This is an optimization exercise on Yosys and OpenROAD, whose aim is small area and a short achievable clock period, not a production implementation. For this run, only the layout was checked, not whether the RTL still works. No activity file was given, so power comes from the tool's default toggle rates.

==> design.v <==
module TM_ALU_iv (input a, output y); assign y = ~a; endmodule
module TM_ALU_nd (input a, input b, output y); assign y = ~(a & b); endmodule
module TM_ALU_nr (input a, input b, output y); assign y = ~(a | b); endmodule
module TM_ALU_xo (input a, input b, output y); assign y = a ^ b; endmodule
module TM_ALU_xn (input a, input b, output y); assign y = ~(a ^ b); endmodule
module TM_ALU_mi (input s, input a1, input a0, output y); assign y = ~(s ? a1 : a0); endmodule
module TM_ALU_an (input a, input b, output y); assign y = a & b; endmodule
module TM_ALU_or (input a, input b, output y); assign y = a | b; endmodule
module TM_ALU_ha (input a, input b, output s, output co);
    assign s = a ^ b;
    assign co = a & b;
endmodule
module TM_ALU_fa (input a, input b, input ci, output s, output co);
    assign s = a ^ b ^ ci;
    assign co = (a & b) | (ci & (a | b));
endmodule
module TM_ALU (clk, reset, AvgTxLen, InstExed, CurTxLen, AvgTxLen_new, InstExed_new);
    input clk, reset;
    input [7:0] AvgTxLen, InstExed, CurTxLen;
    output [7:0] AvgTxLen_new, InstExed_new;
    reg a0_0, a0_1, a0_2, a0_3, a0_4, a0_5, a0_6, a0_7, i0_0, i0_1, i0_2, i0_3, i0_4, i0_5, i0_6, i0_7, t0_0, t0_1, t0_2, t0_3, t0_4, t0_5, t0_6, t0_7, a1_0, a1_1, a1_2, a1_3, a1_4, a1_5, a1_6, a1_7, i1_0, i1_1, i1_2, i1_3, i1_4, i1_5, i1_6, i1_7, sg1, q1_7, q1_6, q1_5, r1_0, r1_1, r1_2, d1_4, d1_3, d1_2, d1_1, d1_0, a2_0, a2_1, a2_2, a2_3, a2_4, a2_5, a2_6, a2_7, i2_0, i2_1, i2_2, i2_3, i2_4, i2_5, i2_6, i2_7, sg2, q2_7, q2_6, q2_5, q2_4, q2_3, q2_2, r2_0, r2_1, r2_2, r2_3, r2_4, r2_5, d2_1, d2_0, avg3_0, avg3_1, avg3_2, avg3_3, avg3_4, avg3_5, avg3_6, avg3_7, inst3_0, inst3_1, inst3_2, inst3_3, inst3_4, inst3_5, inst3_6, inst3_7;
    wire xo1, xo2, xo3, xo4, xo5, xo6, xo7, xo8, nd9, xn10, iv11, mi12, xo13, mi14, xn15, iv16, mi17, xo18, mi19, xn20, iv21, mi22, xo23, mi24, xn25, iv26, mi27, xn28, xn29, or30, or31, or32, or33, or34, or35, or36, nr37, mi38, xo39, xn40, iv41, an42, iv43, fs44, fc45, iv46, nd47, mi48, mi49, xn50, xn51, or52, fs53, fc54, fs55, fc56, nr57, mi58, mi59, mi60, xo61, xn62, xo63, xn64, xo65, xn66, iv67, an68, iv69, fs70, fc71, iv72, fs73, fc74, iv75, fs76, fc77, or78, or79, or80, iv81, nd82, mi83, mi84, mi85, mi86, xn87, or88, fs89, fc90, fs91, fc92, fs93, fc94, fs95, fc96, nr97, mi98, mi99, mi100, mi101, mi102, xn103, an104, fs105, fc106, fs107, fc108, fs109, fc110, iv111, fs112, fc113, iv114, fs115, fc116, iv117, nd118, mi119, mi120, mi121, mi122, mi123, mi124, xn125, or126, fs127, fc128, fs129, fc130, fs131, fc132, fs133, fc134, fs135, fc136, fs137, fc138, nr139, mi140, mi141, mi142, mi143, mi144, mi145, mi146, xn147, iv148, nd149, xn150, mi151, xn152, mi153, xn154, mi155, xn156, mi157, xn158, mi159, xn160, mi161, xn162, mi163, xo164, xo165, nd166, xn167, xn168, xn169, mi170, xn171, xo172, xo173, mi174, xn175, xn176, xn177, mi178, xn179, xo180, xo181, mi182, xn183, xn184, xn185, mi186, xn187, xo188, xo189, mi190, xo191, xo192, xn193, hs194, hc195, hs196, hc197, hs198, hc199, hs200, hc201, hs202, hc203, hs204, hc205, xo206;
    TM_ALU_xo uxo1 (.a(CurTxLen[0]), .b(AvgTxLen[0]), .y(xo1));
    TM_ALU_xo uxo2 (.a(CurTxLen[1]), .b(AvgTxLen[1]), .y(xo2));
    TM_ALU_xo uxo3 (.a(CurTxLen[2]), .b(AvgTxLen[2]), .y(xo3));
    TM_ALU_xo uxo4 (.a(CurTxLen[3]), .b(AvgTxLen[3]), .y(xo4));
    TM_ALU_xo uxo5 (.a(CurTxLen[4]), .b(AvgTxLen[4]), .y(xo5));
    TM_ALU_xo uxo6 (.a(CurTxLen[5]), .b(AvgTxLen[5]), .y(xo6));
    TM_ALU_xo uxo7 (.a(CurTxLen[6]), .b(AvgTxLen[6]), .y(xo7));
    TM_ALU_xo uxo8 (.a(CurTxLen[7]), .b(AvgTxLen[7]), .y(xo8));
    TM_ALU_nd und9 (.a(t0_0), .b(a0_0), .y(nd9));
    TM_ALU_xn uxn10 (.a(t0_1), .b(nd9), .y(xn10));
    TM_ALU_iv uiv11 (.a(a0_1), .y(iv11));
    TM_ALU_mi umi12 (.s(t0_1), .a1(iv11), .a0(nd9), .y(mi12));
    TM_ALU_xo uxo13 (.a(t0_2), .b(mi12), .y(xo13));
    TM_ALU_mi umi14 (.s(t0_2), .a1(a0_2), .a0(mi12), .y(mi14));
    TM_ALU_xn uxn15 (.a(t0_3), .b(mi14), .y(xn15));
    TM_ALU_iv uiv16 (.a(a0_3), .y(iv16));
    TM_ALU_mi umi17 (.s(t0_3), .a1(iv16), .a0(mi14), .y(mi17));
    TM_ALU_xo uxo18 (.a(t0_4), .b(mi17), .y(xo18));
    TM_ALU_mi umi19 (.s(t0_4), .a1(a0_4), .a0(mi17), .y(mi19));
    TM_ALU_xn uxn20 (.a(t0_5), .b(mi19), .y(xn20));
    TM_ALU_iv uiv21 (.a(a0_5), .y(iv21));
    TM_ALU_mi umi22 (.s(t0_5), .a1(iv21), .a0(mi19), .y(mi22));
    TM_ALU_xo uxo23 (.a(t0_6), .b(mi22), .y(xo23));
    TM_ALU_mi umi24 (.s(t0_6), .a1(a0_6), .a0(mi22), .y(mi24));
    TM_ALU_xn uxn25 (.a(t0_7), .b(mi24), .y(xn25));
    TM_ALU_iv uiv26 (.a(a0_7), .y(iv26));
    TM_ALU_mi umi27 (.s(t0_7), .a1(iv26), .a0(mi24), .y(mi27));
    TM_ALU_xn uxn28 (.a(xn25), .b(mi27), .y(xn28));
    TM_ALU_xn uxn29 (.a(xn28), .b(i0_0), .y(xn29));
    TM_ALU_or uor30 (.a(xn28), .b(i0_0), .y(or30));
    TM_ALU_or uor31 (.a(i0_7), .b(i0_6), .y(or31));
    TM_ALU_or uor32 (.a(or31), .b(i0_5), .y(or32));
    TM_ALU_or uor33 (.a(or32), .b(i0_4), .y(or33));
    TM_ALU_or uor34 (.a(or33), .b(i0_3), .y(or34));
    TM_ALU_or uor35 (.a(or34), .b(i0_2), .y(or35));
    TM_ALU_or uor36 (.a(or35), .b(i0_1), .y(or36));
    TM_ALU_nr unr37 (.a(or30), .b(or36), .y(nr37));
    TM_ALU_mi umi38 (.s(nr37), .a1(xn29), .a0(xn28), .y(mi38));
    TM_ALU_xo uxo39 (.a(xo23), .b(mi27), .y(xo39));
    TM_ALU_xn uxn40 (.a(xo39), .b(i0_0), .y(xn40));
    TM_ALU_iv uiv41 (.a(i0_0), .y(iv41));
    TM_ALU_an uan42 (.a(xo39), .b(iv41), .y(an42));
    TM_ALU_iv uiv43 (.a(i0_1), .y(iv43));
    TM_ALU_fa ufs44 (.a(mi38), .b(iv43), .ci(an42), .s(fs44), .co(fc45));
    TM_ALU_iv uiv46 (.a(or35), .y(iv46));
    TM_ALU_nd und47 (.a(fc45), .b(iv46), .y(nd47));
    TM_ALU_mi umi48 (.s(nd47), .a1(xo39), .a0(xn40), .y(mi48));
    TM_ALU_mi umi49 (.s(nd47), .a1(mi38), .a0(fs44), .y(mi49));
    TM_ALU_xn uxn50 (.a(xn20), .b(mi27), .y(xn50));
    TM_ALU_xn uxn51 (.a(xn50), .b(i0_0), .y(xn51));
    TM_ALU_or uor52 (.a(xn50), .b(i0_0), .y(or52));
    TM_ALU_fa ufs53 (.a(mi48), .b(i0_1), .ci(or52), .s(fs53), .co(fc54));
    TM_ALU_fa ufs55 (.a(mi49), .b(i0_2), .ci(fc54), .s(fs55), .co(fc56));
    TM_ALU_nr unr57 (.a(fc56), .b(or34), .y(nr57));
    TM_ALU_mi umi58 (.s(nr57), .a1(xn51), .a0(xn50), .y(mi58));
    TM_ALU_mi umi59 (.s(nr57), .a1(fs53), .a0(mi48), .y(mi59));
    TM_ALU_mi umi60 (.s(nr57), .a1(fs55), .a0(mi49), .y(mi60));
    TM_ALU_xo uxo61 (.a(xo18), .b(mi27), .y(xo61));
    TM_ALU_xn uxn62 (.a(xn15), .b(mi27), .y(xn62));
    TM_ALU_xo uxo63 (.a(xo13), .b(mi27), .y(xo63));
    TM_ALU_xn uxn64 (.a(xn10), .b(mi27), .y(xn64));
    TM_ALU_xo uxo65 (.a(t0_0), .b(mi27), .y(xo65));
    TM_ALU_xn uxn66 (.a(d1_4), .b(i1_0), .y(xn66));
    TM_ALU_iv uiv67 (.a(i1_0), .y(iv67));
    TM_ALU_an uan68 (.a(d1_4), .b(iv67), .y(an68));
    TM_ALU_iv uiv69 (.a(i1_1), .y(iv69));
    TM_ALU_fa ufs70 (.a(r1_0), .b(iv69), .ci(an68), .s(fs70), .co(fc71));
    TM_ALU_iv uiv72 (.a(i1_2), .y(iv72));
    TM_ALU_fa ufs73 (.a(r1_1), .b(iv72), .ci(fc71), .s(fs73), .co(fc74));
    TM_ALU_iv uiv75 (.a(i1_3), .y(iv75));
    TM_ALU_fa ufs76 (.a(r1_2), .b(iv75), .ci(fc74), .s(fs76), .co(fc77));
    TM_ALU_or uor78 (.a(i1_7), .b(i1_6), .y(or78));
    TM_ALU_or uor79 (.a(or78), .b(i1_5), .y(or79));
    TM_ALU_or uor80 (.a(or79), .b(i1_4), .y(or80));
    TM_ALU_iv uiv81 (.a(or80), .y(iv81));
    TM_ALU_nd und82 (.a(fc77), .b(iv81), .y(nd82));
    TM_ALU_mi umi83 (.s(nd82), .a1(d1_4), .a0(xn66), .y(mi83));
    TM_ALU_mi umi84 (.s(nd82), .a1(r1_0), .a0(fs70), .y(mi84));
    TM_ALU_mi umi85 (.s(nd82), .a1(r1_1), .a0(fs73), .y(mi85));
    TM_ALU_mi umi86 (.s(nd82), .a1(r1_2), .a0(fs76), .y(mi86));
    TM_ALU_xn uxn87 (.a(d1_3), .b(i1_0), .y(xn87));
    TM_ALU_or uor88 (.a(d1_3), .b(i1_0), .y(or88));
    TM_ALU_fa ufs89 (.a(mi83), .b(i1_1), .ci(or88), .s(fs89), .co(fc90));
    TM_ALU_fa ufs91 (.a(mi84), .b(i1_2), .ci(fc90), .s(fs91), .co(fc92));
    TM_ALU_fa ufs93 (.a(mi85), .b(i1_3), .ci(fc92), .s(fs93), .co(fc94));
    TM_ALU_fa ufs95 (.a(mi86), .b(i1_4), .ci(fc94), .s(fs95), .co(fc96));
    TM_ALU_nr unr97 (.a(fc96), .b(or79), .y(nr97));
    TM_ALU_mi umi98 (.s(nr97), .a1(xn87), .a0(d1_3), .y(mi98));
    TM_ALU_mi umi99 (.s(nr97), .a1(fs89), .a0(mi83), .y(mi99));
    TM_ALU_mi umi100 (.s(nr97), .a1(fs91), .a0(mi84), .y(mi100));
    TM_ALU_mi umi101 (.s(nr97), .a1(fs93), .a0(mi85), .y(mi101));
    TM_ALU_mi umi102 (.s(nr97), .a1(fs95), .a0(mi86), .y(mi102));
    TM_ALU_xn uxn103 (.a(d1_2), .b(i1_0), .y(xn103));
    TM_ALU_an uan104 (.a(d1_2), .b(iv67), .y(an104));
    TM_ALU_fa ufs105 (.a(mi98), .b(iv69), .ci(an104), .s(fs105), .co(fc106));
    TM_ALU_fa ufs107 (.a(mi99), .b(iv72), .ci(fc106), .s(fs107), .co(fc108));
    TM_ALU_fa ufs109 (.a(mi100), .b(iv75), .ci(fc108), .s(fs109), .co(fc110));
    TM_ALU_iv uiv111 (.a(i1_4), .y(iv111));
    TM_ALU_fa ufs112 (.a(mi101), .b(iv111), .ci(fc110), .s(fs112), .co(fc113));
    TM_ALU_iv uiv114 (.a(i1_5), .y(iv114));
    TM_ALU_fa ufs115 (.a(mi102), .b(iv114), .ci(fc113), .s(fs115), .co(fc116));
    TM_ALU_iv uiv117 (.a(or78), .y(iv117));
    TM_ALU_nd und118 (.a(fc116), .b(iv117), .y(nd118));
    TM_ALU_mi umi119 (.s(nd118), .a1(d1_2), .a0(xn103), .y(mi119));
    TM_ALU_mi umi120 (.s(nd118), .a1(mi98), .a0(fs105), .y(mi120));
    TM_ALU_mi umi121 (.s(nd118), .a1(mi99), .a0(fs107), .y(mi121));
    TM_ALU_mi umi122 (.s(nd118), .a1(mi100), .a0(fs109), .y(mi122));
    TM_ALU_mi umi123 (.s(nd118), .a1(mi101), .a0(fs112), .y(mi123));
    TM_ALU_mi umi124 (.s(nd118), .a1(mi102), .a0(fs115), .y(mi124));
    TM_ALU_xn uxn125 (.a(d2_1), .b(i2_0), .y(xn125));
    TM_ALU_or uor126 (.a(d2_1), .b(i2_0), .y(or126));
    TM_ALU_fa ufs127 (.a(r2_0), .b(i2_1), .ci(or126), .s(fs127), .co(fc128));
    TM_ALU_fa ufs129 (.a(r2_1), .b(i2_2), .ci(fc128), .s(fs129), .co(fc130));
    TM_ALU_fa ufs131 (.a(r2_2), .b(i2_3), .ci(fc130), .s(fs131), .co(fc132));
    TM_ALU_fa ufs133 (.a(r2_3), .b(i2_4), .ci(fc132), .s(fs133), .co(fc134));
    TM_ALU_fa ufs135 (.a(r2_4), .b(i2_5), .ci(fc134), .s(fs135), .co(fc136));
    TM_ALU_fa ufs137 (.a(r2_5), .b(i2_6), .ci(fc136), .s(fs137), .co(fc138));
    TM_ALU_nr unr139 (.a(fc138), .b(i2_7), .y(nr139));
    TM_ALU_mi umi140 (.s(nr139), .a1(xn125), .a0(d2_1), .y(mi140));
    TM_ALU_mi umi141 (.s(nr139), .a1(fs127), .a0(r2_0), .y(mi141));
    TM_ALU_mi umi142 (.s(nr139), .a1(fs129), .a0(r2_1), .y(mi142));
    TM_ALU_mi umi143 (.s(nr139), .a1(fs131), .a0(r2_2), .y(mi143));
    TM_ALU_mi umi144 (.s(nr139), .a1(fs133), .a0(r2_3), .y(mi144));
    TM_ALU_mi umi145 (.s(nr139), .a1(fs135), .a0(r2_4), .y(mi145));
    TM_ALU_mi umi146 (.s(nr139), .a1(fs137), .a0(r2_5), .y(mi146));
    TM_ALU_xn uxn147 (.a(d2_0), .b(i2_0), .y(xn147));
    TM_ALU_iv uiv148 (.a(i2_0), .y(iv148));
    TM_ALU_nd und149 (.a(d2_0), .b(iv148), .y(nd149));
    TM_ALU_xn uxn150 (.a(mi140), .b(i2_1), .y(xn150));
    TM_ALU_mi umi151 (.s(xn150), .a1(nd149), .a0(i2_1), .y(mi151));
    TM_ALU_xn uxn152 (.a(mi141), .b(i2_2), .y(xn152));
    TM_ALU_mi umi153 (.s(xn152), .a1(mi151), .a0(mi141), .y(mi153));
    TM_ALU_xn uxn154 (.a(mi142), .b(i2_3), .y(xn154));
    TM_ALU_mi umi155 (.s(xn154), .a1(mi153), .a0(i2_3), .y(mi155));
    TM_ALU_xn uxn156 (.a(mi143), .b(i2_4), .y(xn156));
    TM_ALU_mi umi157 (.s(xn156), .a1(mi155), .a0(mi143), .y(mi157));
    TM_ALU_xn uxn158 (.a(mi144), .b(i2_5), .y(xn158));
    TM_ALU_mi umi159 (.s(xn158), .a1(mi157), .a0(i2_5), .y(mi159));
    TM_ALU_xn uxn160 (.a(mi145), .b(i2_6), .y(xn160));
    TM_ALU_mi umi161 (.s(xn160), .a1(mi159), .a0(mi145), .y(mi161));
    TM_ALU_xn uxn162 (.a(mi146), .b(i2_7), .y(xn162));
    TM_ALU_mi umi163 (.s(xn162), .a1(mi161), .a0(i2_7), .y(mi163));
    TM_ALU_xo uxo164 (.a(mi163), .b(sg2), .y(xo164));
    TM_ALU_xo uxo165 (.a(a2_0), .b(xo164), .y(xo165));
    TM_ALU_nd und166 (.a(a2_0), .b(xo164), .y(nd166));
    TM_ALU_xn uxn167 (.a(nr139), .b(sg2), .y(xn167));
    TM_ALU_xn uxn168 (.a(a2_1), .b(xn167), .y(xn168));
    TM_ALU_xn uxn169 (.a(xn168), .b(nd166), .y(xn169));
    TM_ALU_mi umi170 (.s(xn168), .a1(nd166), .a0(xn167), .y(mi170));
    TM_ALU_xn uxn171 (.a(q2_2), .b(sg2), .y(xn171));
    TM_ALU_xo uxo172 (.a(a2_2), .b(xn171), .y(xo172));
    TM_ALU_xo uxo173 (.a(xo172), .b(mi170), .y(xo173));
    TM_ALU_mi umi174 (.s(xo172), .a1(mi170), .a0(a2_2), .y(mi174));
    TM_ALU_xn uxn175 (.a(q2_3), .b(sg2), .y(xn175));
    TM_ALU_xn uxn176 (.a(a2_3), .b(xn175), .y(xn176));
    TM_ALU_xn uxn177 (.a(xn176), .b(mi174), .y(xn177));
    TM_ALU_mi umi178 (.s(xn176), .a1(mi174), .a0(xn175), .y(mi178));
    TM_ALU_xn uxn179 (.a(q2_4), .b(sg2), .y(xn179));
    TM_ALU_xo uxo180 (.a(a2_4), .b(xn179), .y(xo180));
    TM_ALU_xo uxo181 (.a(xo180), .b(mi178), .y(xo181));
    TM_ALU_mi umi182 (.s(xo180), .a1(mi178), .a0(a2_4), .y(mi182));
    TM_ALU_xn uxn183 (.a(q2_5), .b(sg2), .y(xn183));
    TM_ALU_xn uxn184 (.a(a2_5), .b(xn183), .y(xn184));
    TM_ALU_xn uxn185 (.a(xn184), .b(mi182), .y(xn185));
    TM_ALU_mi umi186 (.s(xn184), .a1(mi182), .a0(xn183), .y(mi186));
    TM_ALU_xn uxn187 (.a(q2_6), .b(sg2), .y(xn187));
    TM_ALU_xo uxo188 (.a(a2_6), .b(xn187), .y(xo188));
    TM_ALU_xo uxo189 (.a(xo188), .b(mi186), .y(xo189));
    TM_ALU_mi umi190 (.s(xo188), .a1(mi186), .a0(a2_6), .y(mi190));
    TM_ALU_xo uxo191 (.a(q2_7), .b(sg2), .y(xo191));
    TM_ALU_xo uxo192 (.a(a2_7), .b(xo191), .y(xo192));
    TM_ALU_xn uxn193 (.a(xo192), .b(mi190), .y(xn193));
    TM_ALU_ha uhs194 (.a(i2_1), .b(i2_0), .s(hs194), .co(hc195));
    TM_ALU_ha uhs196 (.a(i2_2), .b(hc195), .s(hs196), .co(hc197));
    TM_ALU_ha uhs198 (.a(i2_3), .b(hc197), .s(hs198), .co(hc199));
    TM_ALU_ha uhs200 (.a(i2_4), .b(hc199), .s(hs200), .co(hc201));
    TM_ALU_ha uhs202 (.a(i2_5), .b(hc201), .s(hs202), .co(hc203));
    TM_ALU_ha uhs204 (.a(i2_6), .b(hc203), .s(hs204), .co(hc205));
    TM_ALU_xo uxo206 (.a(i2_7), .b(hc205), .y(xo206));
    always @(posedge clk) begin
        a0_0 <= AvgTxLen[0];
        a0_1 <= AvgTxLen[1];
        a0_2 <= AvgTxLen[2];
        a0_3 <= AvgTxLen[3];
        a0_4 <= AvgTxLen[4];
        a0_5 <= AvgTxLen[5];
        a0_6 <= AvgTxLen[6];
        a0_7 <= AvgTxLen[7];
        i0_0 <= InstExed[0];
        i0_1 <= InstExed[1];
        i0_2 <= InstExed[2];
        i0_3 <= InstExed[3];
        i0_4 <= InstExed[4];
        i0_5 <= InstExed[5];
        i0_6 <= InstExed[6];
        i0_7 <= InstExed[7];
        t0_0 <= xo1;
        t0_1 <= xo2;
        t0_2 <= xo3;
        t0_3 <= xo4;
        t0_4 <= xo5;
        t0_5 <= xo6;
        t0_6 <= xo7;
        t0_7 <= xo8;
        a1_0 <= a0_0;
        a1_1 <= a0_1;
        a1_2 <= a0_2;
        a1_3 <= a0_3;
        a1_4 <= a0_4;
        a1_5 <= a0_5;
        a1_6 <= a0_6;
        a1_7 <= a0_7;
        i1_0 <= i0_0;
        i1_1 <= i0_1;
        i1_2 <= i0_2;
        i1_3 <= i0_3;
        i1_4 <= i0_4;
        i1_5 <= i0_5;
        i1_6 <= i0_6;
        i1_7 <= i0_7;
        sg1 <= mi27;
        q1_7 <= nr37;
        q1_6 <= nd47;
        q1_5 <= nr57;
        r1_0 <= mi58;
        r1_1 <= mi59;
        r1_2 <= mi60;
        d1_4 <= xo61;
        d1_3 <= xn62;
        d1_2 <= xo63;
        d1_1 <= xn64;
        d1_0 <= xo65;
        a2_0 <= a1_0;
        a2_1 <= a1_1;
        a2_2 <= a1_2;
        a2_3 <= a1_3;
        a2_4 <= a1_4;
        a2_5 <= a1_5;
        a2_6 <= a1_6;
        a2_7 <= a1_7;
        i2_0 <= i1_0;
        i2_1 <= i1_1;
        i2_2 <= i1_2;
        i2_3 <= i1_3;
        i2_4 <= i1_4;
        i2_5 <= i1_5;
        i2_6 <= i1_6;
        i2_7 <= i1_7;
        sg2 <= sg1;
        q2_7 <= q1_7;
        q2_6 <= q1_6;
        q2_5 <= q1_5;
        q2_4 <= nd82;
        q2_3 <= nr97;
        q2_2 <= nd118;
        r2_0 <= mi119;
        r2_1 <= mi120;
        r2_2 <= mi121;
        r2_3 <= mi122;
        r2_4 <= mi123;
        r2_5 <= mi124;
        d2_1 <= d1_1;
        d2_0 <= d1_0;
        avg3_0 <= xo165;
        avg3_1 <= xn169;
        avg3_2 <= xo173;
        avg3_3 <= xn177;
        avg3_4 <= xo181;
        avg3_5 <= xn185;
        avg3_6 <= xo189;
        avg3_7 <= xn193;
        inst3_0 <= iv148;
        inst3_1 <= hs194;
        inst3_2 <= hs196;
        inst3_3 <= hs198;
        inst3_4 <= hs200;
        inst3_5 <= hs202;
        inst3_6 <= hs204;
        inst3_7 <= xo206;
    end
    assign AvgTxLen_new = {avg3_7, avg3_6, avg3_5, avg3_4, avg3_3, avg3_2, avg3_1, avg3_0};
    assign InstExed_new = {inst3_7, inst3_6, inst3_5, inst3_4, inst3_3, inst3_2, inst3_1, inst3_0};
endmodule
==> flow/run.sh <==
#!/bin/bash
set -euo pipefail
export BUFFER_PORTS_ARGS="-buffer_cell sky130_fd_sc_hd__buf_1"
bash standard.sh > standard_flow.log 2>&1
==> standard.sh <==
#!/bin/bash
# synth_recipe.tcl (not shown) runs the flow's synth.tcl, then flattens the netlist and writes it again
# the make line also repeats each setting of config.mk as NAME=value (left out here)
make -C /OpenROAD-flow-scripts/flow DESIGN_CONFIG=/design/flow/config.mk WORK_HOME=/design/flow/orfs CLKGATE_MAP_FILE= SYNTH_SCRIPT=/design/flow/synth_recipe.tcl "${@:-finish}"
==> config.mk <==
export PLATFORM = sky130hd
export DESIGN_NAME = TM_ALU
export DESIGN_NICKNAME = TM_ALU
export VERILOG_FILES = /design/flow/design.v
export SDC_FILE = /design/flow/constraint.sdc
export NUM_CORES = 4
export LEC_CHECK = 0
export CAP_MARGIN = 20
export CORE_MARGIN = 2
export CORE_UTILIZATION = 40
export SLEW_MARGIN = 20
export SYNTH_HIERARCHICAL = 1
==> constraint.sdc <==
create_clock -name core_clock -period 27.0 [get_ports {clk}]
set_input_delay 5.4000 -clock core_clock [delete_from_list [all_inputs] [get_ports {clk}]]
set_output_delay 5.4000 -clock core_clock [all_outputs]
set_load 0.01 [all_outputs]
==> notes.md <==
Status = complete, no violations
Most frequent cell after synthesis = dfxtp_1
Core area = 9240 um2
CTS Buf Count = 9
RD Place Congestion = 0.703
Worst path required time = 27.28 ns
Deepest clock path buffer count = 2
Crit path buf inv count = 1
Worst skew pair latency = 0.35 ns
Top-Level Pins = 42
Routed wire per std cell = 10.3 um
Post-synthesis cell area = 3810 um2
Setup repair bufs after CTS = 0
HP Class = flop to flop
Top FF cell, synth = dfxtp_1
CTS root buffer = clkbuf_8
Area share of the largest cell type after synthesis = 0.520
CP arrival = 7.44 ns
Max Freq = 0.140 GHz
CTS tree = done
Synthesized Nets = 346
I/O Buffers = 40
Max incr delay on CP = 0.47 ns
Die area = 10300 um2
Fillers = 884
Share of layout cells above drive strength 1 = 0.0511
DRC viols = 0
Post-CTS Hold Fix Bufs = 0
CP Capture Type = flop
Tmin final = 7.16 ns
Pin slew with the least headroom to its limit = 0.850 ns
Area leader, netlist = dfxtp_1
Worst-path clk slew = 0.10 ns
Final wirelength = 4.77 mm
Worst rel slew slack = 0.432
CP max FO = 7
FP Rows = 35
Global Route Usage Sum = 0.108
Post-synth ARST share = 0
Most frequent CP cell = fa_1
Static leakage = 1.78 nW
Mean post-synth cell area = 13.0 um2
Max-cap violations = 0
Final hold vios = 0
Clock sink count = 99
DR iter-0 viols = 62
FF+latch count, synth = 99
Antenna-violating nets left = 0
Power per cell area = 94.7 nW/um2
Critical Path Start Type = flop
Mapped Cells = 293
Height of the die = 102 um
Ys Warns = 7
Initial antenna violation count = 0
Post-DP HPWL = 3.72 mm
Final period util = 0.265
Most frequent cells after synthesis = dfxtp_1 (99), mux2i_1 (48), xnor2_1 (35)
Largest net degree at the start of global routing = 18
Area grow syn2layout = 10.2%
# resized after CTS = 0
Vias in the first global route = 1944
WHS = 0.329 ns
Slowest-stage cell, CP = nor2_1
Remaining Overflow, GRT = 0
Nets = 381
Vias = 1883
Multi-input logic area = 1650 um2
H-tree depth = 3
First-pass GRT wire length = 8.56 mm
Starting density of the core = 0.412
Maximum VDD drop = 0.0000281 V
Crit-path cells = inv_1, and2_1, fa_1, fa_1, fa_1, nand2_1, mux2i_1, fa_1, fa_1, fa_1, fa_1, nor2_1, mux2i_1, fa_1, fa_1, fa_1, fa_1, fa_1, nand2_1, mux2i_1
Worst Clk Skew = 0.0103 ns
Drt first pass iters = 4
Post-synth EDFFs = 0
Vias per Instance = 4.08
Fin Setup TNS = 0 ns
Largest cells by area after synthesis = dfxtp_1 (52%), mux2i_1 (13%), fa_1 (11%)
Setup-failing EPs final = 0
RSZ-0062 raised after global routing = false
Register area share after synthesis = 0.520
Kind of cell adding the most delay to the critical path = adder cells
Slew Limit Fails = 0
Setup Crit Path Kind = flop to flop
N_diodes = 0
Register area = 1980 um2
Count of different cell masters after synthesis = 12
Die width = 102 um
==> layout make-up <==
cell class | instances | area share
Timing Repair Buffer | 40 | 0.0357
Sequential cell | 99 | 0.472
Tap cell | 129 | 0.0384
Clock buffer | 11 | 0.0360
Clock inverter | 5 | 0.0104
Inverter | 16 | 0.0143
Multi-Input combinational cell | 162 | 0.393
==> cells by family (layout without fill, tap and decap cells) <==
| group | after synthesis | in the layout | synth area share |
|---|---|---|---|
| DFF | 99 | 99 | 0.520 |
| xor gates and xnor gates | 61 | 61 | 0.140 |
| muxes | 48 | 48 | 0.126 |
| buffers and inverters | 32 | 72 | 0.0473 |
| adders and majority gates | 27 | 27 | 0.130 |
| and+or+nand+nor | 26 | 26 | 0.0361 |
==> cell usage in the layout (no fill, tap or decap), drive strengths merged <==
master,netlist,routed
clkbuf,0,11
nand2,6,6
mux2i,48,48
dfxtp,99,99
clkinvlp,0,2
buf,16,40
and2,3,3
xor2,26,26
xnor2,35,35
fa,21,21
nor2,4,4
ha,6,6
inv,16,19
or2,13,13
==> path summary, 6_finish.rpt <==
kind,startpoint,endpoint,slack [ns],cells after the start
min reg2reg,sg1,sg2,0.33,0
min,sg1,sg2,0.33,0
max reg2reg,i1_0,r2_2,19.84,20
max,i1_0,r2_2,19.84,20
==> per-module statistics from Yosys, one instance, submodules excluded, excerpt <==
module | flops+latches | area, um2 | cells inside
TM_ALU | 99 | 2100 | 115
TM_ALU_ha | 0 | 12.5 | 1
TM_ALU_mi | 0 | 10.0 | 1
TM_ALU_an | 0 | 6.26 | 1
TM_ALU_xn | 0 | 8.76 | 1
TM_ALU_nd | 0 | 3.75 | 1
==> worst register-to-register path, delay by kind of cell, from the launching register on <==
family,cells,cell delay (ns)
adders and majority gates,12,4.73
muxes,3,0.65
buffers and inverters,1,0.08
DFF,1,0.46
and+or+nand+nor,4,1.15
==> where the power goes <==
| part | internal, mW | switching (mW) | leakage [nW] |
|---|---|---|---|
| Sequential | 0.171 | 0.0137 | 0.832 |
| Clock | 0.0399 | 0.0504 | 0.0945 |
| Combinational | 0.0618 | 0.0614 | 0.853 |
==> per-stage QoR <==
| step | power [mW] | setup WS [ns] | utilization | instance area, um2 | cells |
|---|---|---|---|---|---|
| 2_1_floorplan | 0.298 | 20.39 | - | 3810 | 293 |
| 4_1_cts | 0.406 | 19.75 | 0.454 | 4200 | 462 |
| 3_5_place_dp | 0.314 | 19.79 | 0.433 | 4000 | 446 |
| 5_1_grt | 0.431 | 19.36 | 0.455 | 4200 | 462 |
| 3_3_place_gp | 0.311 | 19.81 | 0.433 | 4000 | 446 |
| 6_report | 0.398 | 19.84 | 0.455 | 4200 | 462 |
==> layer usage <==
layer / up-vias / wire (um) / GRT usage
met5: - / 0 / 0
met4: 0 / 85 / 0.0530
met1: 868 / 2130 / 0.131
met2: 31 / 2350 / 0.174
met3: 6 / 203 / 0.0345
li1: 978 / - / -

## what the ideal ports hide
The results above use ideal ports. As a check the final layout listed here was re-extracted and re-timed, cells and wires unchanged. Step 1 sets driving cells, clkbuf_16 on the clock port and buf_2 on the other inputs (assumed; they add their load-dependent delay and slew). Step 2 times the ports against the registers' clock, not the clock port: input delays grow and output delays shrink by t, the midpoint of the rising clock arrivals with the driver on. Slacks: ideal ports / drivers / drivers and shift; pairs: ideal ports / drivers.
t, ns: 0.377
setup WS [ns]: 19.836 / 19.836 / 19.836
worst setup path after step 2: register to register
slew at the worst register clock pin (ns): 0.10 / 0.10
pins driven straight from the clock port: 1
After both steps this run still meets setup and hold. The setup slack of this run moves by 0.000 ns with the drivers and by 0.000 ns with both steps.
